From an optimization exercise on the open Yosys and OpenROAD flow, aimed at small area; shortcuts taken in it are not production practice.
In this exercise RTL edits were held to simulation tests only and were not proved equivalent to the original.
Power and IR drop assume default switching activity.

File: design.v
module ula (
    input clk,
    input ativo,           
    input carga_carry,     
    input x,               
    input y,               
    input inv,             
    input [5:0] mag,       
    input a_mul,           
    output s,              
    output p               
);
    reg c;
    reg [4:0] atraso;      
    reg [2:0] c_mul;
    wire yi = y ^ inv;
    assign s = x ^ yi ^ c;
    wire [3:0] soma = (mag[0] & a_mul) + (mag[1] & atraso[0]) + (mag[2] & atraso[1]) +
                      (mag[3] & atraso[2]) + (mag[4] & atraso[3]) + (mag[5] & atraso[4]) +
                      c_mul;
    assign p = soma[0];
    always @(posedge clk) begin
        if (ativo) begin
            c <= (x & yi) | (x & c) | (yi & c);
            atraso <= {atraso[3:0], a_mul};
            c_mul <= soma[3:1];
        end else begin
            c <= carga_carry;
            atraso <= 5'd0;
            c_mul <= 3'd0;
        end
    end
endmodule
module memoria(
    input clk,
    input clear,               
    input escreve,             
    input [3:0] endereco_escrita,
    input bit_escrita,
    input [3:0] endereco_a,
    input [3:0] endereco_b,
    output bit_a,
    output bit_b
);
    reg [15:0] banco [0:15];
    wire [15:0] pos0;
    genvar r;
    generate
        for (r = 0; r < 16; r = r + 1) begin : g_reg
            assign pos0[r] = banco[r][0];
            always @(posedge clk)
                banco[r] <= {clear ? 1'b0 :
                             (escreve && endereco_escrita == r) ? bit_escrita :
                             banco[r][0], banco[r][15:1]};
        end
    endgenerate
    assign bit_a = pos0[endereco_a];
    assign bit_b = pos0[endereco_b];
endmodule
module binarioParaBCD (
    input [15:0] valor,
    input [1:0] sel,           
    output maior_igual,
    output [15:0] diferenca
);
    reg [15:0] k;
    always @(*) begin
        case (sel)
            2'd0: k = 16'd10000;
            2'd1: k = 16'd1000;
            2'd2: k = 16'd100;
            default: k = 16'd10;
        endcase
    end
    wire [16:0] d = {1'b0, valor} - {1'b0, k};
    assign maior_igual = ~d[16];
    assign diferenca = d[15:0];
endmodule
module debounce_Botao(
    input clk, rst, botaoAgora,
    output reg botaoPressionado
);
    reg [5:0] contador;
    reg botaoAnterior;
    reg botaoEstavel;
    always @(posedge clk) begin
        if (rst) begin
            contador <= 6'd0;
            botaoAnterior <= 1'b0;
            botaoEstavel <= 1'b0;
            botaoPressionado <= 1'b0;
        end else begin
            if (botaoAgora != botaoAnterior) begin
                if (contador < 6'd50)
                    contador <= contador + 6'd1;
                else begin
                    botaoEstavel <= botaoAgora;
                    contador <= 6'd0;
                end
            end else
                contador <= 6'd0;
            botaoAnterior <= botaoEstavel;
            botaoPressionado <= botaoEstavel & ~botaoAnterior;
        end
    end
endmodule
module lcd(
    input wire clk,
    input wire reset,
    input wire sinal_start,
    input wire [2:0] entrada_op,
    input wire [3:0] entrada_end,
    input wire captura,           
    input wire bit_valor,         
    input wire le_sinal,          
    input wire bit_sinal,
    output wire quer_captura,     
    output wire [3:0] end_atual,
    output reg [7:0] saida_dados,
    output reg lcd_rs,
    output wire lcd_rw,
    output wire lcd_e
);
    localparam [3:0]
        EST_RESET        = 4'd0,
        EST_AGUARDA_BOOT = 4'd1,
        EST_OCIOSO       = 4'd2,
        EST_SYNC_CPU     = 4'd3,
        EST_PREPARA_BYTE = 4'd4,
        EST_PULSO_E      = 4'd5,
        EST_DELAY_GEN    = 4'd6,
        EST_PROXIMO      = 4'd7,
        EST_TRAVA_FIM    = 4'd8;
    localparam FASE_INIT = 1'b0;
    localparam FASE_MSG  = 1'b1;
    reg [3:0] est;
    reg [9:0] cnt;
    reg fase;
    reg [5:0] index;
    reg [2:0] op_salva;
    reg [3:0] end_salvo;
    reg sinal;
    reg [15:0] val;               
    reg [3:0] digito;             
    wire em_char = (est == EST_PULSO_E) || (est == EST_DELAY_GEN) || (est == EST_PROXIMO);
    wire extrai_janela = (fase == FASE_MSG) && em_char && (index >= 6'd28) && (index <= 6'd31);
    wire ge;
    wire [15:0] dif;
    binarioParaBCD conversor (.valor(val), .sel(index[1:0]), .maior_igual(ge), .diferenca(dif));
    assign quer_captura = (fase == FASE_MSG) && (index == 6'd0) &&
                          (em_char || est == EST_PREPARA_BYTE);
    always @(posedge clk) begin
        if (captura)
            val <= {bit_valor, val[15:1]};
        else if (extrai_janela && ge)
            val <= dif;
        if (le_sinal)
            sinal <= bit_sinal;
        if (est == EST_PREPARA_BYTE)
            digito <= 4'd0;
        else if (extrai_janela && ge)
            digito <= digito + 4'd1;
    end
    function [7:0] nome_op;
        input [2:0] op;
        input [1:0] i;
        reg [31:0] s;
        begin
            case (op)
                3'b000: s = "LOAD";
                3'b001: s = "ADD ";
                3'b010: s = "ADDI";
                3'b011: s = "SUB ";
                3'b100: s = "SUBI";
                3'b101: s = "MULT";
                3'b110: s = "CLR ";
                default: s = "DPL ";
            endcase
            case (i)
                2'd0: nome_op = s[31:24];
                2'd1: nome_op = s[23:16];
                2'd2: nome_op = s[15:8];
                default: nome_op = s[7:0];
            endcase
        end
    endfunction
    reg [7:0] prox_dados;
    reg prox_rs;
    always @(*) begin
        prox_rs = 1'b1;
        prox_dados = " ";
        if (fase == FASE_INIT) begin
            prox_rs = 1'b0;
            case (index[1:0])
                2'd0: prox_dados = 8'h38;
                2'd1: prox_dados = 8'h0C;
                2'd2: prox_dados = 8'h01;
                default: prox_dados = 8'h06;
            endcase
        end else begin
            case (index)
                6'd0: begin prox_rs = 1'b0; prox_dados = 8'h80; end
                6'd17: begin prox_rs = 1'b0; prox_dados = 8'hC0; end
                6'd1, 6'd2, 6'd3, 6'd4: prox_dados = nome_op(op_salva, index[1:0] - 2'd1);
                6'd11: prox_dados = "[";
                6'd12: prox_dados = end_salvo[3] ? "1" : "0";
                6'd13: prox_dados = end_salvo[2] ? "1" : "0";
                6'd14: prox_dados = end_salvo[1] ? "1" : "0";
                6'd15: prox_dados = end_salvo[0] ? "1" : "0";
                6'd16: prox_dados = "]";
                6'd28: prox_dados = sinal ? "-" : "+";
                6'd29, 6'd30, 6'd31, 6'd32: prox_dados = {4'h3, digito};
                6'd33: prox_dados = {4'h3, val[3:0]};
                default: prox_dados = " ";
            endcase
        end
    end
    wire [7:0] alvo = (fase == FASE_INIT && index[1:0] == 2'd2) ? 8'd200 : 8'd20;
    always @(posedge clk) begin
        if (reset) begin
            est <= EST_RESET;
            saida_dados <= 8'd0;
            lcd_rs <= 1'b0;
        end else begin
            case (est)
                EST_RESET: begin
                    cnt <= 10'd0;
                    est <= EST_AGUARDA_BOOT;
                end
                EST_AGUARDA_BOOT: begin
                    if (cnt < 10'd1000)
                        cnt <= cnt + 10'd1;
                    else begin
                        cnt <= 10'd0;
                        fase <= FASE_INIT;
                        index <= 6'd0;
                        est <= EST_PREPARA_BYTE;
                    end
                end
                EST_OCIOSO: begin
                    if (sinal_start) begin
                        cnt <= 10'd0;
                        est <= EST_SYNC_CPU;
                    end
                end
                EST_SYNC_CPU: begin
                    if (cnt < 10'd40)
                        cnt <= cnt + 10'd1;
                    else begin
                        op_salva <= entrada_op;
                        end_salvo <= entrada_end;
                        fase <= FASE_MSG;
                        index <= 6'd0;
                        est <= EST_PREPARA_BYTE;
                    end
                end
                EST_PREPARA_BYTE: begin
                    cnt <= 10'd0;
                    saida_dados <= prox_dados;
                    lcd_rs <= prox_rs;
                    est <= EST_PULSO_E;
                end
                EST_PULSO_E: begin
                    if (cnt < 10'd6)
                        cnt <= cnt + 10'd1;
                    else begin
                        cnt <= 10'd0;
                        est <= EST_DELAY_GEN;
                    end
                end
                EST_DELAY_GEN: begin
                    if (cnt < {2'b00, alvo})
                        cnt <= cnt + 10'd1;
                    else
                        est <= EST_PROXIMO;
                end
                EST_PROXIMO: begin
                    if (fase == FASE_INIT) begin
                        if (index < 6'd3) begin
                            index <= index + 6'd1;
                            est <= EST_PREPARA_BYTE;
                        end else
                            est <= EST_OCIOSO;
                    end else begin
                        if (index < 6'd33) begin
                            index <= index + 6'd1;
                            est <= EST_PREPARA_BYTE;
                        end else
                            est <= EST_TRAVA_FIM;
                    end
                end
                EST_TRAVA_FIM: begin
                    if (!sinal_start)
                        est <= EST_OCIOSO;
                end
                default: est <= EST_RESET;
            endcase
        end
    end
    assign end_atual = end_salvo;
    assign lcd_rw = 1'b0;
    assign lcd_e = (est == EST_PULSO_E);
endmodule
module CPU (
    input clk,
    input rst,
    input botao_ligar_agora,
    input botao_enviar_agora,
    input [17:0] instrucao_completa,
    output reg flag_clear_memoria,
    output reg flag_escrever,
    output [7:0] lcd_data,
    output lcd_rs,
    output lcd_rw,
    output lcd_e,
    output lcd_on,
    output lcd_blon
);
    assign lcd_on = 1'b1;
    assign lcd_blon = 1'b1;
    localparam OP_LOAD = 3'b000;
    localparam OP_ADD = 3'b001;
    localparam OP_ADDI = 3'b010;
    localparam OP_SUB = 3'b011;
    localparam OP_SUBI = 3'b100;
    localparam OP_MUL = 3'b101;
    localparam OP_CLEAR = 3'b110;
    localparam OP_DISPLAY = 3'b111;
    localparam S_DESLIGADO = 2'd0,
               S_AGUARDANDO = 2'd1,
               S_EXECUTANDO = 2'd2;
    reg [1:0] estado;
    reg sistema_ligado;
    wire flag_ligar, flag_enviar;
    debounce_Botao detector_ligar (
        .clk(clk), .rst(rst),
        .botaoAgora(botao_ligar_agora), .botaoPressionado(flag_ligar)
    );
    debounce_Botao detector_enviar (
        .clk(clk), .rst(rst),
        .botaoAgora(botao_enviar_agora), .botaoPressionado(flag_enviar)
    );
    always @(posedge clk) begin
        if (rst)
            sistema_ligado <= 1'b0;
        else if (flag_ligar)
            sistema_ligado <= ~sistema_ligado;
    end
    always @(posedge clk) begin
        if (~sistema_ligado)
            estado <= S_DESLIGADO;
        else begin
            case (estado)
                S_DESLIGADO: estado <= S_AGUARDANDO;
                S_AGUARDANDO: if (flag_enviar) estado <= S_EXECUTANDO;
                S_EXECUTANDO: estado <= S_AGUARDANDO;
                default: estado <= estado;
            endcase
        end
    end
    wire [2:0] opcode_chaves = instrucao_completa[17:15];
    always @(*) begin
        flag_clear_memoria = (estado == S_EXECUTANDO) && (opcode_chaves == OP_CLEAR);
        flag_escrever = (estado == S_EXECUTANDO) && !(opcode_chaves[2] && opcode_chaves[1]);
    end
    wire inicia = sistema_ligado && (estado == S_AGUARDANDO) && flag_enviar;
    reg [17:0] ir;
    always @(posedge clk)
        if (inicia) ir <= instrucao_completa;
    wire [2:0] op = ir[17:15];
    wire [3:0] rd = ir[14:11];
    wire [3:0] ra = ir[10:7];
    wire [3:0] rb = ir[3:0];
    wire sgn = ir[6];
    wire [5:0] mag = ir[5:0];
    reg [3:0] fase;         
    reg pendente, rodando;
    always @(posedge clk) begin
        if (~sistema_ligado) begin
            fase <= 4'd0;
            pendente <= 1'b0;
            rodando <= 1'b0;
        end else begin
            fase <= fase + 4'd1;
            if (fase == 4'd15) begin
                rodando <= pendente;
                pendente <= inicia;
            end else if (inicia)
                pendente <= 1'b1;
        end
    end
    wire quer_captura;
    reg captura;
    wire le_sinal = quer_captura && (fase == 4'd15) && !captura;
    always @(posedge clk) begin
        if (~sistema_ligado)
            captura <= 1'b0;
        else if (fase == 4'd15)
            captura <= le_sinal;
    end
    wire [3:0] end_lcd;
    wire bit_a, bit_b;
    wire soma, prod;
    wire leitura_lcd = quer_captura | captura;
    wire limpa = ~sistema_ligado | (rodando && op == OP_CLEAR);
    wire escreve = rodando && (op[2] == 1'b0 || op[1] == 1'b0);
    wire m_k = (fase < 4'd6) ? mag[fase[2:0]] : 1'b0;
    reg x, y, inv;
    reg sinal_lcd;
    always @(*) begin
        x = bit_a; y = m_k; inv = sgn;
        case (op)
            OP_LOAD: begin x = 1'b0; y = m_k; inv = sgn; end
            OP_ADD:  begin x = bit_a; y = bit_b; inv = 1'b0; end
            OP_ADDI: begin x = bit_a; y = m_k; inv = sgn; end
            OP_SUB:  begin x = bit_a; y = bit_b; inv = 1'b1; end
            OP_SUBI: begin x = bit_a; y = m_k; inv = ~sgn; end
            default: begin x = 1'b0; y = prod; inv = sgn; end
        endcase
        if (captura) begin
            x = 1'b0; y = bit_a; inv = sinal_lcd;
        end
    end
    always @(posedge clk)
        if (le_sinal) sinal_lcd <= bit_a;
    ula ula (
        .clk(clk),
        .ativo(rodando | captura),
        .carga_carry(le_sinal ? bit_a : inv),
        .x(x), .y(y), .inv(inv),
        .mag(mag), .a_mul(bit_a),
        .s(soma), .p(prod)
    );
    memoria banco_memoria (
        .clk(clk),
        .clear(limpa),
        .escreve(escreve),
        .endereco_escrita(rd),
        .bit_escrita(soma),
        .endereco_a(leitura_lcd ? end_lcd : ra),
        .endereco_b(rb),
        .bit_a(bit_a),
        .bit_b(bit_b)
    );
    lcd displayLCD (
        .clk(clk),
        .reset(~sistema_ligado),
        .sinal_start(flag_enviar),
        .entrada_op(op),
        .entrada_end(op == OP_CLEAR ? 4'd0 : rd),
        .captura(captura),
        .bit_valor(soma),
        .le_sinal(le_sinal),
        .bit_sinal(bit_a),
        .quer_captura(quer_captura),
        .end_atual(end_lcd),
        .saida_dados(lcd_data),
        .lcd_rs(lcd_rs),
        .lcd_rw(lcd_rw),
        .lcd_e(lcd_e)
    );
endmodule
File: run.sh
#!/bin/bash
# synth_recipe.tcl (not shown) runs the flow's synth.tcl, then flattens the netlist and writes it again
# the make line also repeats each setting of config.mk as NAME=value (left out here)
make -C /OpenROAD-flow-scripts/flow DESIGN_CONFIG=/design/flow/config.mk WORK_HOME=/design/flow/orfs CLKGATE_MAP_FILE= SYNTH_SCRIPT=/design/flow/synth_recipe.tcl finish
File: config.mk
export PLATFORM = sky130hd
export DESIGN_NAME = CPU
export DESIGN_NICKNAME = CPU
export VERILOG_FILES = /design/flow/design.v
export SDC_FILE = /design/flow/constraint.sdc
export NUM_CORES = 4
export LEC_CHECK = 0
export CAP_MARGIN = 20
export CORE_MARGIN = 2
export CORE_UTILIZATION = 40
export PLACE_DENSITY = 0.6
export SLEW_MARGIN = 20
File: constraint.sdc
create_clock -name core_clock -period 18.0 [get_ports {clk}]
set_input_delay 3.6000 -clock core_clock [delete_from_list [all_inputs] [get_ports {clk}]]
set_output_delay 3.6000 -clock core_clock [all_outputs]
set_load 0.01 [all_outputs]
==> metrics.cfg, run 1 <==
[final_layout]
antenna_cells = 0
multi_input_area_mm2 = 0.003854
stdcell_count = 1467
final_cell_mix = dfxtp_1 (310), nor2_1 (84), nand2_1 (67)
syn_to_final_growth_pct = 15.35
fillers = 2660
nNetsFinal = 1107
regArea_mm2 = 0.007978
drive_gt1_share_pct = 7.428
final_common_cell = dfxtp_1

[clocking]
clk_transition_reported_paths_ns = 0.06
clock_sinks = 369
insertion_delay_ns = 0.53
hold_buffers = 0
cts_buffers = 36
cts-root-buf = clkbuf_16
post_cts_buffers = 0
cts_resized = 0
ctsHtreeMaxLevel = 2
cts_buffer_depth = 3
cts_tree = yes

[worst_setup_path]
start_kind = input port
path_class = input port to output pin
cp_max_fo = 3
required_ns = 14.40
end_kind = output pin
critPathArrivalTime_ns = 4.84

[logic_synthesis]
avgSynthCellArea_um2 = 11.94
yosysSeqAreaShare_pct = 65.96
synth_edf_count = 59
syn_inst = 1013
ys_types = 65
synthArstFlopShare_pct = 0
synth_mux_area_share_pct = 4.118
synth-xor-area-share_pct = 3.042
synth_flop_cell = dfxtp_1
syn_area_mm2 = 0.01209
synth_adder_area_share_pct = 3.993
ys_ff_latch = 369
synth_compound_gate_area_share_pct = 9.166
ys_warn_count = 7
synth_top_family_by_area = simple AND/OR/NAND/NOR gates
synthSimpleGateAreaFrac_pct = 11.36

[drt]
route.detailed.drc = 0
firstDrtPassIters = 5
ant_nets = 0
routed-via-count = 7191
wl_mm = 21.18
via_per_inst = 4.902
drtIter0Drc = 404
wl_per_cell_um = 14.44

[place]
dp_cells = 1401
dp_hpwl_mm = 14.09
pre_cts_ws_ns = 9.555
gp_congestion = 0.8525
port_buffers = 33

[pwr]
p_int_uw = 1245
seq_power_share_pct = 53.8
p_clk_share_pct = 45.8
p_switching_uw = 310.3
comb_power_share_pct = 0.5
p_sw_share_pct = 19.95
ir_drop_v = 0.00007582
power_density_mw_per_mm2 = 111.5
leakagePower_uw = 0.005245

[sta]
whs_ns = 0.3209
setup_slack_ns = 9.559
fin_worst_skew_ns = 0.01714
slew_headroom_pct = 36.79
fin_tns_setup_ns = 0
finalHoldViolCount = 0
period_share_pct = 46.90
final_max_slew_viol_count = 0
fin_crit_ns = 8.441
max_clock_freq_ghz = 0.1185
tightest_slew_ns = 0.9409
grt_setup_unrepaired = no
finalSetupViolCount = 0

[die]
io_pins = 37
die_h_um = 177.9
initial_utilization_pct = 40.70
die_w_um = 177.9
core_area_mm2 = 0.02972
row_count = 63
die-area_mm2 = 0.03164

[run_status]
status = timing/DRC/antenna clean

[min_path]
hold_class = register to register

[grt]
antenna_found_initial = 0
grt_max_degree = 36
grt_usage_pct = 13.73
grt_pass1_wl_mm = 34.62
grt_overflow = 0
first_global_vias = 6738

[job]
cap_violations = 0

==> through the flow <==
| step | utilization [%] | cell area (µm²) | total power (µW) |
|---|---|---|---|
| 3_5_place_dp | 43.03 | 12790 | 861.7 |
| 2_1_floorplan | - | 12100 | 856.5 |
| 4_1_cts | 46.90 | 13940 | 1578 |
| 5_1_grt | 46.95 | 13950 | 1611 |
| 6_report | 46.95 | 13950 | 1555 |
| 3_3_place_gp | 43.02 | 12780 | 861.5 |
==> cells in the mapped netlist (4+ instances only) <==
master | n | area [µm²]
o31ai_1 | 6 | 45.04
o211ai_1 | 8 | 60.06
and3_1 | 7 | 43.79
nand2_1 | 67 | 251.5
a21oi_1 | 38 | 190.2
a311oi_1 | 11 | 96.34
dfxtp_1 | 310 | 6206
inv_1 | 32 | 120.1
xor2_1 | 21 | 183.9
nand3b_1 | 4 | 30.03
nand4_1 | 4 | 25.02
o21ai_0 | 45 | 225.2
nand2b_1 | 6 | 37.54
and2_1 | 11 | 68.82
fa_1 | 6 | 120.1
nor2b_1 | 22 | 137.6
nor3_1 | 23 | 115.1
clkbuf_1 | 32 | 120.1
a211oi_1 | 10 | 75.07
xnor2_1 | 21 | 183.9
a31oi_1 | 6 | 37.54
nor2_1 | 85 | 319.1
mux4_2 | 5 | 112.6
nand3_1 | 29 | 145.1
mux2i_1 | 29 | 290.3
or3_1 | 9 | 56.30
ha_1 | 29 | 362.9
mux2_2 | 4 | 45.04
edfxtp_1 | 59 | 1772
nor4_1 | 9 | 56.30
buf_1 | 4 | 15.01
==> logic make-up after synthesis <==
family	after synthesis
DFF	369
buffers and inverters	71
adders and majority gates	35
and+or+nand+nor	287
other	2
muxes	41
AOI/OAI and AO/OA	166
xor gates and xnor gates	42
==> layer usage <==
metal  track usage (%)  wire (µm)  share of wire [%]
met1             19.99      10900                 51
met4             4.713        482                2.3
met5                 0          0                  0
met2             19.82       8528                 40
met3             3.363       1269                6.0
==> flip-flops by register name (all words and copies together) (netlist names), 2 cells and up <==
register	flops
banco_memoria.banco	256
detector_enviar.contador	6
detector_ligar.contador	6
displayLCD.cnt	10
displayLCD.digito	4
displayLCD.end_salvo	4
displayLCD.est	4
displayLCD.index	6
displayLCD.op_salva	3
displayLCD.saida_dados	8
displayLCD.val	16
estado	2
fase	4
ir	18
ula.atraso	5
ula.c_mul	3
==> cell type report <==
type	instances	share of cell area [%]
Sequential cell	369	57.18
Tap cell	390	3.498
Clock buffer	50	7.336
Clock inverter	15	0.9148
Timing Repair Buffer	37	2.583
Inverter	32	0.8610
Multi-Input combinational cell	574	27.62
==> final timing paths <==
path,from,cells past startpoint,slack [ns],to
hold / removal,banco_memoria.banco[1][4]$_DFF_P_,0,0.32,banco_memoria.banco[1][3]$_DFF_P_
hold reg to reg,banco_memoria.banco[1][4]$_DFF_P_,0,0.32,banco_memoria.banco[1][3]$_DFF_P_
setup reg to reg,displayLCD.index[0]$_SDFFCE_PP0P_,18,12.22,displayLCD.val[15]$_DFFE_PN_
setup / recovery,instrucao_completa[17],4,9.56,flag_clear_memoria
==> power by group through the flow <==
| stage | combinational (µW) | clock (µW) | sequential, µW |
|---|---|---|---|
| 3_3_place_gp | 7.04 | 0 | 854 |
| 3_5_place_dp | 7.17 | 0 | 854 |
| 2_1_floorplan | 2.09 | 0 | 854 |
| 6_report | 7.21 | 711 | 836 |
| 4_1_cts | 7.27 | 735 | 836 |
| 5_1_grt | 7.96 | 767 | 836 |
==> worst max-delay path, stage by stage <==
cell and delay (ns):
clkdlybuf4s50_1 0.50, nand2_1 0.06, nor3_1 0.13, clkdlybuf4s50_1 0.56
==> run 2, diff against run 1 <==
--- a/design.v
+++ b/design.v
@@ -82,2 +82,3 @@
 );
+    localparam [5:0] CONTA_50 = 6'b010011;
     reg [5:0] contador;
@@ -85,2 +86,4 @@
     reg botaoEstavel;
+    wire diferente = botaoAgora != botaoAnterior;
+    wire fim = contador == CONTA_50;
     always @(posedge clk) begin
@@ -92,11 +95,8 @@
         end else begin
-            if (botaoAgora != botaoAnterior) begin
-                if (contador < 6'd50)
-                    contador <= contador + 6'd1;
-                else begin
-                    botaoEstavel <= botaoAgora;
-                    contador <= 6'd0;
-                end
-            end else
+            if (diferente && !fim)
+                contador <= {contador[4:0], ~(contador[5] ^ contador[4])};
+            else
                 contador <= 6'd0;
+            if (diferente && fim)
+                botaoEstavel <= botaoAgora;
             botaoAnterior <= botaoEstavel;
@@ -123,18 +123,12 @@
 );
-    localparam [3:0]
-        EST_RESET        = 4'd0,
-        EST_AGUARDA_BOOT = 4'd1,
-        EST_OCIOSO       = 4'd2,
-        EST_SYNC_CPU     = 4'd3,
-        EST_PREPARA_BYTE = 4'd4,
-        EST_PULSO_E      = 4'd5,
-        EST_DELAY_GEN    = 4'd6,
-        EST_PROXIMO      = 4'd7,
-        EST_TRAVA_FIM    = 4'd8;
+    localparam [1:0]
+        EST_ESPERA = 2'd0,        
+        EST_OCIOSO = 2'd1,
+        EST_SLOT   = 2'd2;
     localparam FASE_INIT = 1'b0;
     localparam FASE_MSG  = 1'b1;
-    reg [3:0] est;
-    reg [9:0] cnt;
+    reg [1:0] est;
+    reg [9:0] c;
     reg fase;
-    reg [5:0] index;
+    reg [5:0] index;              
     reg [2:0] op_salva;
@@ -143,5 +137,7 @@
     reg [15:0] val;               
+    reg [3:0] conta;              
     reg [3:0] digito;             
-    wire em_char = (est == EST_PULSO_E) || (est == EST_DELAY_GEN) || (est == EST_PROXIMO);
-    wire extrai_janela = (fase == FASE_MSG) && em_char && (index >= 6'd28) && (index <= 6'd31);
+    wire boot = index[2];         
+    wire extrai_janela = (est == EST_SLOT) && (fase == FASE_MSG) &&
+                         (index[5:2] == 4'd7);       
     wire ge;
@@ -149,4 +145,9 @@
     binarioParaBCD conversor (.valor(val), .sel(index[1:0]), .maior_igual(ge), .diferenca(dif));
-    assign quer_captura = (fase == FASE_MSG) && (index == 6'd0) &&
-                          (em_char || est == EST_PREPARA_BYTE);
+    wire extrai = extrai_janela && ge;
+    assign quer_captura = (est == EST_SLOT) && (fase == FASE_MSG) && (index == 6'd0);
+    wire longo = (fase == FASE_INIT) && (index[1:0] == 2'd2);
+    wire fim_init = (fase == FASE_INIT) && (index[1:0] == 2'd3) && (c[7:0] == 8'd28);
+    wire fim_slot = longo ? (c[7:0] == 8'd209) : (c[7:0] == 8'd29);
+    wire fim_msg = (fase == FASE_MSG) && (index == 6'd33);
+    wire fim_espera = boot ? (c == 10'd1002) : (c == 10'd41);
     always @(posedge clk) begin
@@ -154,3 +155,3 @@
             val <= {bit_valor, val[15:1]};
-        else if (extrai_janela && ge)
+        else if (extrai)
             val <= dif;
@@ -158,6 +159,52 @@
             sinal <= bit_sinal;
-        if (est == EST_PREPARA_BYTE)
-            digito <= 4'd0;
-        else if (extrai_janela && ge)
-            digito <= digito + 4'd1;
+    end
+    always @(posedge clk) begin
+        if (reset) begin
+            est <= EST_ESPERA;
+            c <= 10'd0;
+            fase <= FASE_INIT;
+            index <= 6'd4;
+        end else begin
+            c <= c + 10'd1;
+            case (est)
+                EST_ESPERA: begin
+                    if (fim_espera) begin
+                        c <= 10'd0;
+                        index <= 6'd0;
+                        est <= EST_SLOT;
+                        if (!boot) begin
+                            fase <= FASE_MSG;
+                            op_salva <= entrada_op;
+                            end_salvo <= entrada_end;
+                        end else
+                            fase <= FASE_INIT;
+                    end
+                end
+                EST_OCIOSO: begin
+                    if (sinal_start) begin
+                        c <= 10'd0;
+                        est <= EST_ESPERA;
+                    end
+                end
+                default: begin  
+                    if (fim_init)
+                        est <= EST_OCIOSO;
+                    else if (fim_slot) begin
+                        if (fim_msg)
+                            est <= EST_OCIOSO;
+                        else begin
+                            c <= 10'd0;
+                            index <= index + 6'd1;
+                        end
+                    end
+                end
+            endcase
+        end
+    end
+    always @(posedge clk) begin
+        if (est == EST_SLOT && fim_slot) begin
+            conta <= 4'd0;
+            digito <= conta;
+        end else if (extrai)
+            conta <= conta + 4'd1;
     end
@@ -186,14 +233,13 @@
     endfunction
-    reg [7:0] prox_dados;
-    reg prox_rs;
     always @(*) begin
-        prox_rs = 1'b1;
-        prox_dados = " ";
+        lcd_rs = 1'b1;
+        saida_dados = " ";
         if (fase == FASE_INIT) begin
-            prox_rs = 1'b0;
-            case (index[1:0])
-                2'd0: prox_dados = 8'h38;
-                2'd1: prox_dados = 8'h0C;
-                2'd2: prox_dados = 8'h01;
-                default: prox_dados = 8'h06;
+            lcd_rs = 1'b0;
+            case (index[2:0])
+                3'd0: saida_dados = 8'h38;
+                3'd1: saida_dados = 8'h0C;
+                3'd2: saida_dados = 8'h01;
+                3'd3: saida_dados = 8'h06;
+                default: saida_dados = 8'h00;
             endcase
@@ -201,97 +247,15 @@
             case (index)
-                6'd0: begin prox_rs = 1'b0; prox_dados = 8'h80; end
-                6'd17: begin prox_rs = 1'b0; prox_dados = 8'hC0; end
-                6'd1, 6'd2, 6'd3, 6'd4: prox_dados = nome_op(op_salva, index[1:0] - 2'd1);
-                6'd11: prox_dados = "[";
-                6'd12: prox_dados = end_salvo[3] ? "1" : "0";
-                6'd13: prox_dados = end_salvo[2] ? "1" : "0";
-                6'd14: prox_dados = end_salvo[1] ? "1" : "0";
-                6'd15: prox_dados = end_salvo[0] ? "1" : "0";
-                6'd16: prox_dados = "]";
-                6'd28: prox_dados = sinal ? "-" : "+";
-                6'd29, 6'd30, 6'd31, 6'd32: prox_dados = {4'h3, digito};
-                6'd33: prox_dados = {4'h3, val[3:0]};
-                default: prox_dados = " ";
-            endcase
-        end
-    end
-    wire [7:0] alvo = (fase == FASE_INIT && index[1:0] == 2'd2) ? 8'd200 : 8'd20;
-    always @(posedge clk) begin
-        if (reset) begin
-            est <= EST_RESET;
-            saida_dados <= 8'd0;
-            lcd_rs <= 1'b0;
-        end else begin
-            case (est)
-                EST_RESET: begin
-                    cnt <= 10'd0;
-                    est <= EST_AGUARDA_BOOT;
-                end
-                EST_AGUARDA_BOOT: begin
-                    if (cnt < 10'd1000)
-                        cnt <= cnt + 10'd1;
-                    else begin
-                        cnt <= 10'd0;
-                        fase <= FASE_INIT;
-                        index <= 6'd0;
-                        est <= EST_PREPARA_BYTE;
-                    end
-                end
-                EST_OCIOSO: begin
-                    if (sinal_start) begin
-                        cnt <= 10'd0;
-                        est <= EST_SYNC_CPU;
-                    end
-                end
-                EST_SYNC_CPU: begin
-                    if (cnt < 10'd40)
-                        cnt <= cnt + 10'd1;
-                    else begin
-                        op_salva <= entrada_op;
-                        end_salvo <= entrada_end;
-                        fase <= FASE_MSG;
-                        index <= 6'd0;
-                        est <= EST_PREPARA_BYTE;
-                    end
-                end
-                EST_PREPARA_BYTE: begin
-                    cnt <= 10'd0;
-                    saida_dados <= prox_dados;
-                    lcd_rs <= prox_rs;
-                    est <= EST_PULSO_E;
-                end
-                EST_PULSO_E: begin
-                    if (cnt < 10'd6)
-                        cnt <= cnt + 10'd1;
-                    else begin
-                        cnt <= 10'd0;
-                        est <= EST_DELAY_GEN;
-                    end
-                end
-                EST_DELAY_GEN: begin
-                    if (cnt < {2'b00, alvo})
-                        cnt <= cnt + 10'd1;
-                    else
-                        est <= EST_PROXIMO;
-                end
-                EST_PROXIMO: begin
-                    if (fase == FASE_INIT) begin
-                        if (index < 6'd3) begin
-                            index <= index + 6'd1;
-                            est <= EST_PREPARA_BYTE;
-                        end else
-                            est <= EST_OCIOSO;
-                    end else begin
-                        if (index < 6'd33) begin
-                            index <= index + 6'd1;
-                            est <= EST_PREPARA_BYTE;
-                        end else
-                            est <= EST_TRAVA_FIM;
-                    end
-                end
-                EST_TRAVA_FIM: begin
-                    if (!sinal_start)
-                        est <= EST_OCIOSO;
-                end
-                default: est <= EST_RESET;
+                6'd0: begin lcd_rs = 1'b0; saida_dados = 8'h80; end
+                6'd17: begin lcd_rs = 1'b0; saida_dados = 8'hC0; end
+                6'd1, 6'd2, 6'd3, 6'd4: saida_dados = nome_op(op_salva, index[1:0] - 2'd1);
+                6'd11: saida_dados = "[";
+                6'd12: saida_dados = end_salvo[3] ? "1" : "0";
+                6'd13: saida_dados = end_salvo[2] ? "1" : "0";
+                6'd14: saida_dados = end_salvo[1] ? "1" : "0";
+                6'd15: saida_dados = end_salvo[0] ? "1" : "0";
+                6'd16: saida_dados = "]";
+                6'd28: saida_dados = sinal ? "-" : "+";
+                6'd29, 6'd30, 6'd31, 6'd32: saida_dados = {4'h3, digito};
+                6'd33: saida_dados = {4'h3, val[3:0]};
+                default: saida_dados = " ";
             endcase
@@ -301,3 +265,3 @@
     assign lcd_rw = 1'b0;
-    assign lcd_e = (est == EST_PULSO_E);
+    assign lcd_e = (est == EST_SLOT) && (c[9:3] == 7'd0) && (c[2:0] != 3'd7);
 endmodule
==> run 2 against run 1 <==
Compared with the run above: still clean on timing, DRC and antenna; register-to-register slack worse by 0.34 ns; via count down 6.5%; non-clock buffer count down 1; critical endpoint unchanged; highest routed layer unchanged.
==> metrics.cfg, run 2 <==
[run_status]
status = timing/DRC/antenna clean

[final_layout]
final_cell_mix = dfxtp_1 (316), nor2_1 (85), nand2_1 (67)
post-route-util_pct = 47.20
syn_to_final_growth_pct = 16.63
stdcell_count = 1422
stdcell_area_mm2 = 0.01351
antenna_cells = 0
largest_reg_flops = 256
final_common_cell = dfxtp_1
top_regs = banco_memoria.banco x256, ir x18, displayLCD.val x16
largest-register = banco_memoria.banco
drive_gt1_share_pct = 8.092
nNetsFinal = 1073

[pwr]
p_clk_share_pct = 47.8
p_sw_share_pct = 19.45
p_int_uw = 1271
comb_power_share_pct = 0.4
power_density_mw_per_mm2 = 116.8
ir_drop_v = 0.00009070
leakagePower_uw = 0.005088
p_switching_uw = 306.9
seq_power_share_pct = 51.8

[clocking]
cts_tree = yes
cts_buffers = 36
insertion_delay_ns = 0.54
cts_buffer_depth = 3
hold_buffers = 0
clock_sinks = 362
cts_resized = 0
cts-root-buf = clkbuf_16
ctsHtreeMaxLevel = 2
clk_transition_reported_paths_ns = 0.07
post_cts_buffers = 0

[logic_synthesis]
synthSimpleGateAreaFrac_pct = 11.88
synth_adder_area_share_pct = 4.277
yosysMostFrequentCell = dfxtp_1
yosysSeqAreaShare_pct = 66.54
synth_compound_gate_area_share_pct = 7.917
synthTopCellsByArea = dfxtp_1 (55%), edfxtp_1 (12%), ha_1 (3.2%)
ys_types = 67
synthTopCellsByCount = dfxtp_1 (316), nor2_1 (86), nand2_1 (67)
ys_ff_latch = 362
syn_inst = 972
yosys.area.top_type = dfxtp_1
synth-xor-area-share_pct = 2.420
avgSynthCellArea_um2 = 11.92
syn_area_mm2 = 0.01158
synth_top_family_by_area = simple AND/OR/NAND/NOR gates
synthArstFlopShare_pct = 0
synth_flop_cell = dfxtp_1
synth.top_cell.area_share_pct = 54.61
synth_mux_area_share_pct = 4.385
ys_warn_count = 7
synth_edf_count = 46

[sta]
tightest_slew_ns = 0.7658
final_max_slew_viol_count = 0
fin_worst_skew_ns = 0.03422
finalSetupViolCount = 0
period_share_pct = 47.02
setup_slack_ns = 9.537
grt_setup_unrepaired = no
max_clock_freq_ghz = 0.1182
slew_headroom_pct = 48.86
fin_tns_setup_ns = 0
finalHoldViolCount = 0
fin_crit_ns = 8.463

[drt]
firstDrtPassIters = 5
ant_nets = 0
routed-via-count = 6726
drtIter0Drc = 441
wl_mm = 19.98
route.detailed.drc = 0
wl_per_cell_um = 14.05
via_per_inst = 4.730

[worst_setup_path]
r2r_setup_slack_ns = 11.88
crit_path_top_delay_cell = clkdlybuf4s50_1
crit_path_max_incr_delay_ns = 0.55
crit_path_frequent_cell = clkdlybuf4s50_1
critPathArrivalTime_ns = 4.86
r2r_end = banco_memoria.banco[13][15]$_SDFF_PP0_
required_ns = 14.40
cp-startpoint = instrucao_completa[17]
path_cells = clkdlybuf4s50_1, nand2_1, nor3_1, clkdlybuf4s50_1
r2r_start = displayLCD.index[0]$_SDFFE_PN0P_
cp_max_fo = 3
reg2reg_depth = 20
start_kind = input port
path_class = input port to output pin
critPathCapture = flag_clear_memoria
end_kind = output pin

[grt]
grt_overflow = 0
grt_max_degree = 38
antenna_found_initial = 0
first_global_vias = 6513
grt_pass1_wl_mm = 33.38
grt_usage_pct = 13.52

[place]
dpl_cell_area_mm2 = 0.01227
dp_hpwl_mm = 13.50
port_buffers = 33
pre_cts_ws_ns = 9.533
dp_cells = 1361
gp_congestion = 0.8156

[min_path]
hold_class = register to register

[die]
die_h_um = 174.2
io_pins = 37
initial_utilization_pct = 40.47
die-area_mm2 = 0.03034
die_w_um = 174.2
row_count = 62
core_area_mm2 = 0.02863

[job]
cap_violations = 0

## run 2: cell type report
| cell class | count | area, µm² |
|---|---|---|
| Clock inverter | 15 | 247.7 |
| Inverter | 38 | 142.6 |
| Fill cell | 2557 | 15110 |
| Multi-Input combinational cell | 541 | 3600 |
| Tap cell | 384 | 480.5 |
| Timing Repair Buffer | 36 | 352.8 |
| Sequential cell | 362 | 7707 |
| Clock buffer | 46 | 979.7 |
## run 2: layer usage
layer	vias up	routed length, µm	GRT usage [%]
met4	0	407	4.727
met1	3169	10130	19.67
met2	117	8600	19.97
met5	-	0	0
li1	3405	-	-
met3	35	835	2.800
## run 2: worst min-delay path by stage
| stage | start | endpoint | slack (ns) | depth (start not counted) |
|---|---|---|---|---|
| 6_report | banco_memoria.banco[12][1]$_DFF_P_ | banco_memoria.banco[12][0]$_DFF_P_ | 0.31 | 0 |
| 5_1_grt | banco_memoria.banco[12][1]$_DFF_P_ | banco_memoria.banco[12][0]$_DFF_P_ | 0.32 | 0 |
| 2_1_floorplan | banco_memoria.banco[0][1]$_DFF_P_ | banco_memoria.banco[0][0]$_DFF_P_ | 0.31 | 0 |
| 4_1_cts | banco_memoria.banco[12][1]$_DFF_P_ | banco_memoria.banco[12][0]$_DFF_P_ | 0.31 | 0 |
| 3_3_place_gp | banco_memoria.banco[7][2]$_DFF_P_ | banco_memoria.banco[7][1]$_DFF_P_ | 0.31 | 0 |
| 3_5_place_dp | banco_memoria.banco[0][9]$_DFF_P_ | banco_memoria.banco[0][8]$_DFF_P_ | 0.31 | 0 |
## run 2: cell families (layout without fill, tap and decap cells)
family | Yosys count | after routing
XOR/XNOR | 32 | 32
other | 2 | 3
buffers and inverters | 70 | 135
adder cells (fa/ha/maj) | 36 | 36
AO/OA/AOI/OAI | 145 | 145
flip-flops | 362 | 362
multiplexers | 41 | 41
AND/OR/NAND/NOR | 284 | 284
## run 2: stage by stage
step                hold slack [ns]  total power [µW]
floorplan                    0.3096             835.9
finish                       0.3094              1578
global placement             0.3100             841.0
global route                 0.3161              1635
detailed placement           0.3121             841.0
CTS                          0.3106              1600
## run 2: worst max-delay path, delay by kind of cell
kind,cells,cell delay [ns]
buffers and inverters,2,1.07
and+or+nand+nor,2,0.19
## run 2: power groups by stage
stage / Sequential (µW) / Clock [µW] / Combinational, µW
6_report: 817 / 755 / 6.57
2_1_floorplan: 834 / 0 / 1.54
3_5_place_dp: 834 / 0 / 6.60
5_1_grt: 816 / 812 / 7.13
4_1_cts: 816 / 777 / 6.64
3_3_place_gp: 834 / 0 / 6.62
==> run 3, diff against run 2 <==
--- a/design.v
+++ b/design.v
@@ -127,8 +127,5 @@
         EST_SLOT   = 2'd2;
-    localparam FASE_INIT = 1'b0;
-    localparam FASE_MSG  = 1'b1;
     reg [1:0] est;
     reg [9:0] c;
-    reg fase;
-    reg [5:0] index;              
+    reg [5:0] index;
     reg [2:0] op_salva;
@@ -137,7 +134,6 @@
     reg [15:0] val;               
-    reg [3:0] conta;              
     reg [3:0] digito;             
+    wire init = index[5:3] == 3'b111;
     wire boot = index[2];         
-    wire extrai_janela = (est == EST_SLOT) && (fase == FASE_MSG) &&
-                         (index[5:2] == 4'd7);       
+    wire extrai_janela = (est == EST_SLOT) && (index[5:2] == 4'd7);   
     wire ge;
@@ -146,7 +142,8 @@
     wire extrai = extrai_janela && ge;
-    assign quer_captura = (est == EST_SLOT) && (fase == FASE_MSG) && (index == 6'd0);
-    wire longo = (fase == FASE_INIT) && (index[1:0] == 2'd2);
-    wire fim_init = (fase == FASE_INIT) && (index[1:0] == 2'd3) && (c[7:0] == 8'd28);
-    wire fim_slot = longo ? (c[7:0] == 8'd209) : (c[7:0] == 8'd29);
-    wire fim_msg = (fase == FASE_MSG) && (index == 6'd33);
+    assign quer_captura = (est == EST_SLOT) && (index == 6'd0);
+    wire longo = index == 6'd58;
+    wire fim_init = (index == 6'd59) && (c[7:0] == 8'd28);
+    wire fim_slot = !init ? (c[5:0] == 6'd29) :
+                    longo ? (c[7:0] == 8'd209) : (c[7:0] == 8'd29);
+    wire fim_msg = index == 6'd33;
     wire fim_espera = boot ? (c == 10'd1002) : (c == 10'd41);
@@ -164,6 +161,6 @@
             c <= 10'd0;
-            fase <= FASE_INIT;
-            index <= 6'd4;
+            index <= 6'd60;
         end else begin
-            c <= c + 10'd1;
+            c[5:0] <= c[5:0] + 6'd1;
+            c[9:6] <= c[9:6] + {3'd0, (&c[5:0]) | extrai};
             case (est)
@@ -172,6 +169,5 @@
                         c <= 10'd0;
-                        index <= 6'd0;
                         est <= EST_SLOT;
                         if (!boot) begin
-                            fase <= FASE_MSG;
+                            index <= 6'd0;
                             op_salva <= entrada_op;
@@ -179,3 +175,3 @@
                         end else
-                            fase <= FASE_INIT;
+                            index <= 6'd56;
                     end
@@ -203,9 +199,5 @@
     end
-    always @(posedge clk) begin
-        if (est == EST_SLOT && fim_slot) begin
-            conta <= 4'd0;
-            digito <= conta;
-        end else if (extrai)
-            conta <= conta + 4'd1;
-    end
+    always @(posedge clk)
+        if (est == EST_SLOT && fim_slot)
+            digito <= c[9:6];
     function [7:0] nome_op;
@@ -236,13 +228,9 @@
         saida_dados = " ";
-        if (fase == FASE_INIT) begin
-            lcd_rs = 1'b0;
-            case (index[2:0])
-                3'd0: saida_dados = 8'h38;
-                3'd1: saida_dados = 8'h0C;
-                3'd2: saida_dados = 8'h01;
-                3'd3: saida_dados = 8'h06;
-                default: saida_dados = 8'h00;
-            endcase
-        end else begin
+        begin
             case (index)
+                6'd56: begin lcd_rs = 1'b0; saida_dados = 8'h38; end
+                6'd57: begin lcd_rs = 1'b0; saida_dados = 8'h0C; end
+                6'd58: begin lcd_rs = 1'b0; saida_dados = 8'h01; end
+                6'd59: begin lcd_rs = 1'b0; saida_dados = 8'h06; end
+                6'd60: begin lcd_rs = 1'b0; saida_dados = 8'h00; end
                 6'd0: begin lcd_rs = 1'b0; saida_dados = 8'h80; end
@@ -265,3 +253,4 @@
     assign lcd_rw = 1'b0;
-    assign lcd_e = (est == EST_SLOT) && (c[9:3] == 7'd0) && (c[2:0] != 3'd7);
+    assign lcd_e = (est == EST_SLOT) && (c[5:3] == 3'd0) && (c[2:0] != 3'd7) &&
+                   (!init || c[7:6] == 2'd0);
 endmodule
--- a/config.mk
+++ b/config.mk
@@ -7,6 +7,8 @@
 export LEC_CHECK = 0
-export CAP_MARGIN = 20
+export CAP_MARGIN = 0
 export CORE_MARGIN = 2
 export CORE_UTILIZATION = 40
+export CTS_CLUSTER_DIAMETER = 60
+export CTS_CLUSTER_SIZE = 20
 export PLACE_DENSITY = 0.6
-export SLEW_MARGIN = 20
+export SLEW_MARGIN = 0
==> run 3 against run 2 <==
Compared with the run above: first-iteration DRC count up 3.4%; final cell count fell by 6.3%; total power shrank 14%; synthesized area decreased by 2.9%; maximum frequency about the same; sequential power decreased by 2%; via count shrank 4.9%; critical path depth stayed put; routed wire length fell by 4.1%; sequential share of layout area grew 2.8 points.
==> metrics.cfg, run 3 <==
[run_status]
status = timing/DRC/antenna clean

[sta]
period_share_pct = 47.00
fin_crit_ns = 8.460
finalSetupViolCount = 0
tightest_slew_ns = 1.233
final_max_slew_viol_count = 0
grt_setup_unrepaired = no
slew_headroom_pct = 17.14
finalHoldViolCount = 0
fin_worst_skew_ns = 0.01691
max_clock_freq_ghz = 0.1182
fin_tns_setup_ns = 0

[worst_setup_path]
reg2reg_depth = 18
cp-startpoint = instrucao_completa[16]
cp_max_fo = 3
path_class = input port to output pin
end_kind = output pin
r2r_start = displayLCD.index[0]$_SDFFE_PN0P_
start_kind = input port
required_ns = 14.40
critPathArrivalTime_ns = 4.86

[logic_synthesis]
ys_warn_count = 7
ys_ff_latch = 357
synth_edf_count = 46
synthTopCellsByArea = dfxtp_1 (55%), edfxtp_1 (12%), ha_1 (3.2%)
synthTopCellsByCount = dfxtp_1 (311), nand2_1 (60), nor2_1 (55)
syn_inst = 912
synth_flop_cell = dfxtp_1
synthArstFlopShare_pct = 0
synth.top_cell.area_share_pct = 55.36
yosysSeqAreaShare_pct = 67.64
yosysMostFrequentCell = dfxtp_1
ys_types = 68
yosys.area.top_type = dfxtp_1
avgSynthCellArea_um2 = 12.33
syn_area_mm2 = 0.01125

[clocking]
ctsHtreeMaxLevel = 1
clock_sinks = 357
cts_buffers = 25
hold_buffers = 0
post_cts_buffers = 0
clk_transition_reported_paths_ns = 0.08
insertion_delay_ns = 0.54
cts_tree = yes
cts_resized = 0
cts-root-buf = clkbuf_16
cts_buffer_depth = 3

[final_layout]
largest_reg_flops = 256
syn_to_final_growth_pct = 13.06
fillers = 2492
top_regs = banco_memoria.banco x256, ir x18, displayLCD.val x16
final_common_cell = dfxtp_1
final_cell_mix = dfxtp_1 (311), nand2_1 (60), nor2_1 (54)
drive_gt1_share_pct = 6.178
nNetsFinal = 999
post-route-util_pct = 45.90
largest-register = banco_memoria.banco
antenna_cells = 0
stdcell_area_mm2 = 0.01272

[drt]
via_per_inst = 4.798
wl_mm = 19.16
routed-via-count = 6396
firstDrtPassIters = 5
drtIter0Drc = 456
ant_nets = 0
route.detailed.drc = 0
wl_per_cell_um = 14.38

[grt]
grt_overflow = 0
grt_pass1_wl_mm = 31.26
antenna_found_initial = 0
first_global_vias = 6112
grt_usage_pct = 13.43
grt_max_degree = 35

[min_path]
hold_class = register to register
min_from = banco_memoria.banco[9][5]$_DFF_P_
whs_path_depth = 0

[place]
gp_congestion = 0.8164
dp_hpwl_mm = 13.45
port_buffers = 33
dpl_cell_area_mm2 = 0.01193

[die]
io_pins = 37
core_area_mm2 = 0.02771
initial_utilization_pct = 40.60
row_count = 61
die_h_um = 171.7
die-area_mm2 = 0.02948
die_w_um = 171.7

[pwr]
ir_drop_v = 0.00009002
power_density_mw_per_mm2 = 106.7
leakagePower_uw = 0.004818

[job]
cap_violations = 0

run 3: cell types whose count changed after synthesis, moves of 5 or more:
cell	delta
nand2_1	-7
o21ai_0	-13
inv_1	-6
o211ai_1	+5
dfxtp_1	-5
xor2_1	-7
a311oi_1	+12
nor2_1	-31
a211oi_1	-8
a221oi_1	+5
mux2i_1	-16
a21oi_1	+9
run 3: metal layers:
| layer | part of all wire [%] | GRT usage, % |
|---|---|---|
| met5 | 0 | 0 |
| met4 | 1.8 | 3.869 |
| met3 | 3.7 | 2.278 |
| met2 | 47 | 22.32 |
| met1 | 47 | 18.03 |
run 3: area by class of cell:
type | instances | area [µm²] | area share, %
well taps | 378 | 473.0 | 3.719
inverters | 32 | 120.1 | 0.9446
repair buffers | 34 | 337.8 | 2.657
multi-input cells | 492 | 3390 | 26.66
clock inverters | 9 | 118.9 | 0.9348
clock buffers | 31 | 669.4 | 5.264
flip-flops and latches | 357 | 7607 | 59.83
run 3: cell families (layout without fill, tap and decap cells):
family / Yosys count / after routing / share of synthesized area (%)
XOR/XNOR: 22 / 22 / 1.713
buffers and inverters: 64 / 106 / 2.281
flip-flops: 357 / 357 / 67.64
AND/OR/NAND/NOR: 254 / 254 / 11.60
adder cells (fa/ha/maj): 35 / 35 / 4.294
multiplexers: 27 / 27 / 3.627
other: 2 / 3 / 0.06677
AO/OA/AOI/OAI: 151 / 151 / 8.777
run 3: power breakdown:
group	total [µW]	switching (µW)	leakage [µW]	internal, µW
clock network	546	271	0.000380	275
logic	6.80	2.32	0.00153	4.47
registers	804	0.184	0.00291	804
run 3: path summary, 6_finish.rpt:
| check | to | slack (ns) |
|---|---|---|
| worst max-delay path | flag_clear_memoria | 9.54 |
| worst min-delay path | banco_memoria.banco[9][4]$_DFF_P_ | 0.32 |
| worst max register to register | banco_memoria.banco[14][15]$_SDFF_PP0_ | 12.04 |
| worst min register to register | banco_memoria.banco[9][4]$_DFF_P_ | 0.32 |
run 3: worst max-delay path, stage by stage:
cell	delay [ns]
clkdlybuf4s50_1	0.50
nand2_1	0.06
nor3_1	0.14
clkdlybuf4s50_1	0.56
run 3: through the flow:
stage / std cells / total power, µW / hold WS, ns / worst slack, ns
after floorplan: 913 / 824.6 / 0.3096 / 10.50
after global placement: 1293 / 830.0 / 0.3096 / 9.540
after detailed placement: 1293 / 830.0 / 0.3121 / 9.545
after CTS: 1333 / 1377 / 0.3172 / 9.534
after global routing: 1333 / 1408 / 0.3271 / 9.480
final: 1333 / 1357 / 0.3162 / 9.540
==> run 4, diff against run 3 <==
--- a/config.mk
+++ b/config.mk
@@ -7,8 +7,8 @@
 export LEC_CHECK = 0
-export CAP_MARGIN = 0
+export CAP_MARGIN = 20
 export CORE_MARGIN = 2
 export CORE_UTILIZATION = 40
-export CTS_CLUSTER_DIAMETER = 60
-export CTS_CLUSTER_SIZE = 20
+export CTS_CLUSTER_DIAMETER = 90
+export CTS_CLUSTER_SIZE = 32
 export PLACE_DENSITY = 0.6
-export SLEW_MARGIN = 0
+export SLEW_MARGIN = 20
==> run 4 against run 3 <==
Compared with the run above: clock power decreased by 22%; sequential share of layout area increased by 1.2 points; register-to-register slack worse by 0.02 ns; synthesized area unchanged; first-iteration DRC count down 22%; core utilization is 0.93 points lower; routed wire length shrank 1.3%; setup slack worse by 0.0030 ns; via count down 1.1%; critical path type unchanged; largest cell class unchanged.
==> metrics.cfg, run 4 <==
[place]
dpl_cell_area_mm2 = 0.01193
gp_congestion = 0.8164
dp_cells = 1293
port_buffers = 33
dp_hpwl_mm = 13.41

[job]
cap_violations = 0

[sta]
period_share_pct = 47.02
fin_crit_ns = 8.463
tightest_slew_ns = 1.053
finalHoldViolCount = 0
grt_setup_unrepaired = no
final_max_slew_viol_count = 0
finalSetupViolCount = 0
max_clock_freq_ghz = 0.1182
slew_headroom_pct = 29.73
fin_tns_setup_ns = 0
fin_worst_skew_ns = 0.01633

[grt]
grt_pass1_wl_mm = 30.95
grt_max_degree = 35
grt_overflow = 0
grt_usage_pct = 13.15
antenna_found_initial = 1
first_global_vias = 5968

[final_layout]
regArea_mm2 = 0.007607
antenna_cells = 0
drive_gt1_share_pct = 5.101
multi_input_area_mm2 = 0.003398
top_regs = banco_memoria.banco x256, ir x18, displayLCD.val x16
stdcell_count = 1319
nNetsFinal = 990
largest_reg_flops = 256
stdcell_area_mm2 = 0.01246
final_cell_mix = dfxtp_1 (311), nand2_1 (60), nor2_1 (54)
post-route-util_pct = 44.96
fillers = 2542
largest-register = banco_memoria.banco
final_common_cell = dfxtp_1
syn_to_final_growth_pct = 10.76

[logic_synthesis]
syn_area_mm2 = 0.01125
synth.top_cell.area_share_pct = 55.36
synthTopCellsByArea = dfxtp_1 (55%), edfxtp_1 (12%), ha_1 (3.2%)
yosysMostFrequentCell = dfxtp_1
syn_inst = 912
ys_warn_count = 7
avgSynthCellArea_um2 = 12.33
ys_types = 68
ys_ff_latch = 357
yosysSeqAreaShare_pct = 67.64
synth_edf_count = 46
synthTopCellsByCount = dfxtp_1 (311), nand2_1 (60), nor2_1 (55)
synth_flop_cell = dfxtp_1
yosys.area.top_type = dfxtp_1
synthArstFlopShare_pct = 0

[die]
io_pins = 37
die-area_mm2 = 0.02948
die_h_um = 171.7
initial_utilization_pct = 40.60
die_w_um = 171.7
row_count = 61
core_area_mm2 = 0.02771

[worst_setup_path]
crit_path_max_incr_delay_ns = 0.56
critPathArrivalTime_ns = 4.86
path_class = input port to output pin
critical_path.top_delay_family = buffers and inverters
path_buf_inv = 2
cp_max_fo = 3
path_cells = clkdlybuf4s50_1, nand2_1, nor3_1, clkdlybuf4s50_1
crit_path_top_delay_cell = clkdlybuf4s50_1
cp-startpoint = instrucao_completa[16]
end_kind = output pin
required_ns = 14.40
r2r_start = displayLCD.index[0]$_SDFFE_PN0P_
start_kind = input port
crit_path_frequent_cell = clkdlybuf4s50_1

[drt]
route.detailed.drc = 0
ant_nets = 0
routed-via-count = 6328
firstDrtPassIters = 8
via_per_inst = 4.798
wl_per_cell_um = 14.34
wl_mm = 18.91
drtIter0Drc = 357

[clocking]
cts-root-buf = clkbuf_16
cts_tree = yes
cts_resized = 0
clk_transition_reported_paths_ns = 0.12
post_cts_buffers = 0
cts_buffer_depth = 3
hold_buffers = 0
ctsHtreeMaxLevel = 1
insertion_delay_ns = 0.51
cts_buffers = 16
clock_sinks = 357

[pwr]
p_sw_share_pct = 19.70
total_power_uw = 1236
p_switching_uw = 243.5
comb_power_share_pct = 0.5
power_density_mw_per_mm2 = 99.24
seq_power_share_pct = 65.1
ir_drop_v = 0.00009235
p_int_uw = 992.7
p_clk_share_pct = 34.3
leakagePower_uw = 0.004687

[min_path]
min_from = banco_memoria.banco[14][1]$_DFF_P_
hold_class = register to register

[run_status]
status = timing/DRC/antenna clean

## run 4: cell types whose count changed in the layout (fill, tap and decap cells not counted), moves of 2 or more
cell,delta
inv_12,-2
clkinv_2,-2
clkbuf_16,-9
clkinv_4,+2
## run 4: cell families after synthesis
family,Yosys count,synth area share [%]
flops,357,67.64
simple gates,254,11.60
compound gates,151,8.777
buf+inv,64,2.281
fa+ha+maj,35,4.294
mux,27,3.627
xor+xnor,22,1.713
other cells,2,0.06677
## run 4: worst paths after layout
| path | to | slack [ns] | cells after the start |
|---|---|---|---|
| max reg2reg | banco_memoria.banco[6][15]$_SDFF_PP0_ | 12.02 | 18 |
| min | banco_memoria.banco[14][0]$_DFF_P_ | 0.32 | 0 |
| min reg2reg | banco_memoria.banco[14][0]$_DFF_P_ | 0.32 | 0 |
| max | flag_clear_memoria | 9.54 | 4 |
## run 4: power groups by stage
stage,logic (µW),registers [µW],clock network [µW]
floorplan,1.55,823,0
global placement,6.90,823,0
detailed placement,6.92,823,0
CTS,6.93,805,443
global route,7.38,805,470
finish,6.76,805,425
## run 4: layer usage
| layer | track usage, % | share of wire, % | vias to the layer above |
|---|---|---|---|
| li1 | - | - | 3215 |
| met1 | 18.28 | 48 | 2994 |
| met2 | 21.58 | 46 | 94 |
| met3 | 2.002 | 4.0 | 25 |
| met4 | 3.169 | 1.7 | 0 |
| met5 | 0 | 0 | - |
## run 4: layout make-up
type	instances	area share, %
Inverter	32	0.9642
Clock inverter	5	0.6428
Tap cell	378	3.797
Multi-Input combinational cell	492	27.28
Timing Repair Buffer	34	2.712
Clock buffer	21	3.536
Sequential cell	357	61.07
## run 4: metrics by stage
stage                     hold WS, ns  setup slack (ns)
final                          0.3226             9.537
after global routing           0.3249             9.468
after CTS                      0.3226             9.528
after detailed placement       0.3121             9.541
after global placement         0.3096             9.540
after floorplan                0.3096             10.50
==> run 5, diff against run 4 <==
--- a/config.mk
+++ b/config.mk
@@ -10,4 +10,4 @@
 export CORE_UTILIZATION = 40
-export CTS_CLUSTER_DIAMETER = 90
-export CTS_CLUSTER_SIZE = 32
+export CTS_CLUSTER_DIAMETER = 80
+export CTS_CLUSTER_SIZE = 25
 export PLACE_DENSITY = 0.6
==> run 5 against run 4 <==
Compared with the run above: register-to-register slack worse by 0.03 ns; total power is 1.8% higher; clock skew is 0.0028 ns lower; core utilization is 0.16 points higher; setup slack hardly changed; first-iteration DRC count is 6.4% higher; critical path type unchanged; routed wire length is 0.44% higher; die area stayed put; maximum frequency hardly changed; count of clock-buffer cells in the layout is 4 higher.
==> metrics.cfg, run 5 <==
[run_status]
status = timing/DRC/antenna clean

[worst_setup_path]
end_kind = output pin
start_kind = input port
path_cells = clkdlybuf4s50_1, nand2_1, nor3_1, clkdlybuf4s50_1
critPathArrivalTime_ns = 4.86
r2r_setup_slack_ns = 11.99
r2r_start = displayLCD.index[0]$_SDFFE_PN0P_
crit_path_max_incr_delay_ns = 0.56
path_class = input port to output pin
reg2reg_depth = 18
critical_path.top_delay_family = buffers and inverters
required_ns = 14.40
path_buf_inv = 2
cp_max_fo = 3
r2r_end = banco_memoria.banco[12][15]$_SDFF_PP0_
crit_path_top_delay_cell = clkdlybuf4s50_1
crit_path_frequent_cell = clkdlybuf4s50_1

[sta]
period_share_pct = 47.02
slew_headroom_pct = 29.17
fin_tns_setup_ns = 0
final_max_slew_viol_count = 0
finalHoldViolCount = 0
tightest_slew_ns = 1.061
grt_setup_unrepaired = no
fin_crit_ns = 8.463
finalSetupViolCount = 0
fin_worst_skew_ns = 0.01358
max_clock_freq_ghz = 0.1182

[final_layout]
syn_to_final_growth_pct = 11.15
regArea_mm2 = 0.007607
final_common_cell = dfxtp_1
post-route-util_pct = 45.12
drive_gt1_share_pct = 5.391
stdcell_area_mm2 = 0.01250
largest-register = banco_memoria.banco
final_cell_mix = dfxtp_1 (311), nand2_1 (60), nor2_1 (54)
multi_input_area_mm2 = 0.003398
antenna_cells = 0
nNetsFinal = 993
fillers = 2538
top_regs = banco_memoria.banco x256, ir x18, displayLCD.val x16
largest_reg_flops = 256

[min_path]
min_from = banco_memoria.banco[5][9]$_DFF_P_
min_to = banco_memoria.banco[5][8]$_DFF_P_
whs_path_depth = 0
hold_class = register to register

[clocking]
cts_tree = yes
ctsHtreeMaxLevel = 1
insertion_delay_ns = 0.51
cts-root-buf = clkbuf_16
hold_buffers = 0
post_cts_buffers = 0
cts_buffer_depth = 3
clock_sinks = 357
cts_buffers = 19
cts_resized = 0
clk_transition_reported_paths_ns = 0.09

[pwr]
seq_power_share_pct = 63.9
p_switching_uw = 246.7
p_int_uw = 1012
leakagePower_uw = 0.004713
comb_power_share_pct = 0.5
p_sw_share_pct = 19.60
power_density_mw_per_mm2 = 100.7
ir_drop_v = 0.00008662
p_clk_share_pct = 35.5

[drt]
firstDrtPassIters = 5
routed-via-count = 6357
drtIter0Drc = 380
wl_mm = 19.00
via_per_inst = 4.801
ant_nets = 0
wl_per_cell_um = 14.35
route.detailed.drc = 0

[job]
cap_violations = 0

[die]
die-area_mm2 = 0.02948
core_area_mm2 = 0.02771
io_pins = 37
initial_utilization_pct = 40.60
row_count = 61
die_w_um = 171.7
die_h_um = 171.7

[grt]
grt_usage_pct = 13.17
grt_pass1_wl_mm = 31.10
antenna_found_initial = 0
grt_overflow = 0
grt_max_degree = 35
first_global_vias = 5999

[logic_synthesis]
ys_ff_latch = 357
yosys.area.top_type = dfxtp_1
syn_area_mm2 = 0.01125
synthArstFlopShare_pct = 0
syn_inst = 912
synth_flop_cell = dfxtp_1
synthTopCellsByCount = dfxtp_1 (311), nand2_1 (60), nor2_1 (55)
avgSynthCellArea_um2 = 12.33
ys_warn_count = 7
yosysMostFrequentCell = dfxtp_1
synthTopCellsByArea = dfxtp_1 (55%), edfxtp_1 (12%), ha_1 (3.2%)
synth_edf_count = 46
yosysSeqAreaShare_pct = 67.64
synth.top_cell.area_share_pct = 55.36
ys_types = 68

[place]
dp_hpwl_mm = 13.41
gp_congestion = 0.8164
port_buffers = 33
dpl_cell_area_mm2 = 0.01193

run 5: cell counts after synthesis:
Identical to the previous run, type by type.
run 5: worst max path at each step:
stage                                 from                 end  slack, ns  cells past startpoint
floorplan           instrucao_completa[15]  flag_clear_memoria      10.50                      1
global placement    instrucao_completa[16]  flag_clear_memoria       9.54                      4
detailed placement  instrucao_completa[17]  flag_clear_memoria       9.54                      4
CTS                 instrucao_completa[17]  flag_clear_memoria       9.53                      4
global route        instrucao_completa[17]  flag_clear_memoria       9.47                      4
finish              instrucao_completa[16]  flag_clear_memoria       9.54                      4
run 5: per-stage QoR:
step	total power, µW	cells	hold WS (ns)	setup WS (ns)
5_1_grt	1304	1324	0.3332	9.468
3_5_place_dp	830.0	1293	0.3121	9.541
2_1_floorplan	824.6	913	0.3096	10.50
4_1_cts	1276	1324	0.3236	9.528
3_3_place_gp	830.0	1293	0.3096	9.540
6_report	1259	1324	0.3266	9.537
run 5: layout make-up:
| class | instances | share of cell area [%] |
|---|---|---|
| clock buffers | 25 | 3.984 |
| well taps | 378 | 3.783 |
| multi-input cells | 492 | 27.18 |
| repair buffers | 34 | 2.702 |
| clock inverters | 6 | 0.5305 |
| inverters | 32 | 0.9609 |
| flip-flops and latches | 357 | 60.85 |
run 5: worst register-to-register path, cell delays in order, from the launching register on:
cell	delay [ns]
dfxtp_1	0.47
inv_1	0.13
ha_1	0.40
a41oi_4	0.33
mux2i_1	0.50
mux4_1	0.40
mux2i_1	0.15
mux2i_1	0.19
and2_1	0.23
fa_1	0.48
inv_1	0.06
fa_1	0.48
nor3b_1	0.21
a21oi_1	0.06
a21oi_1	0.15
a21oi_2	0.06
xor2_1	0.17
fa_1	0.73
a311oi_1	0.65
run 5: kinds of logic after synthesis:
logic type / synth area share [%]
buffers and inverters: 2.281
DFF: 67.64
adders and majority gates: 4.294
muxes: 3.627
and+or+nand+nor: 11.60
xor gates and xnor gates: 1.713
AOI/OAI and AO/OA: 8.777
other: 0.06677
run 5: power by group through the flow:
stage	registers, µW	logic, µW	clock network [µW]
final	804	6.79	447
after detailed placement	823	6.92	0
after CTS	805	6.93	465
after global placement	823	6.90	0
after floorplan	823	1.55	0
after global routing	805	7.38	492
run 5: per-layer routing:
layer  wire, µm  GRT usage [%]
met5          0              0
met4        329          3.206
met2       8760          21.63
met3        571          1.634
met1       9335          18.51

-- separate check: timing with driven ports --
The flow's constraints put no driver on any port. The routed layouts listed below were extracted and timed again, unchanged, in two steps.
Step 1: set_driving_cell puts a clkbuf_16 on clk and a buf_2 on each other input, an assumption about the parent block.
Step 2 moves the port delays by t, midway between the first and last clock arrival at a register: inputs arrive t later, outputs are due t later. That takes back most of the time a late clock gives input paths.
a / b / c = no drivers / after step 1 / after step 2; a / b = the first two.
| run | t, ns | setup slack, ns | worst setup path at the end |
|---|---|---|---|
| run 1 | 0.567 | 9.559 / 9.528 / 9.528 | input to output |
| run 2 | 0.566 | 9.537 / 9.497 / 9.497 | input to output |
| run 3 | 0.583 | 9.540 / 9.508 / 9.508 | input to output |
| run 4 | 0.548 | 9.537 / 9.505 / 9.505 | input to output |
| run 5 | 0.548 | 9.537 / 9.505 / 9.505 | input to output |
After both steps setup and hold are still met in every run listed. The setup slack of run 2, which loses most, moves by -0.040 ns with the drivers and by -0.040 ns with both steps.
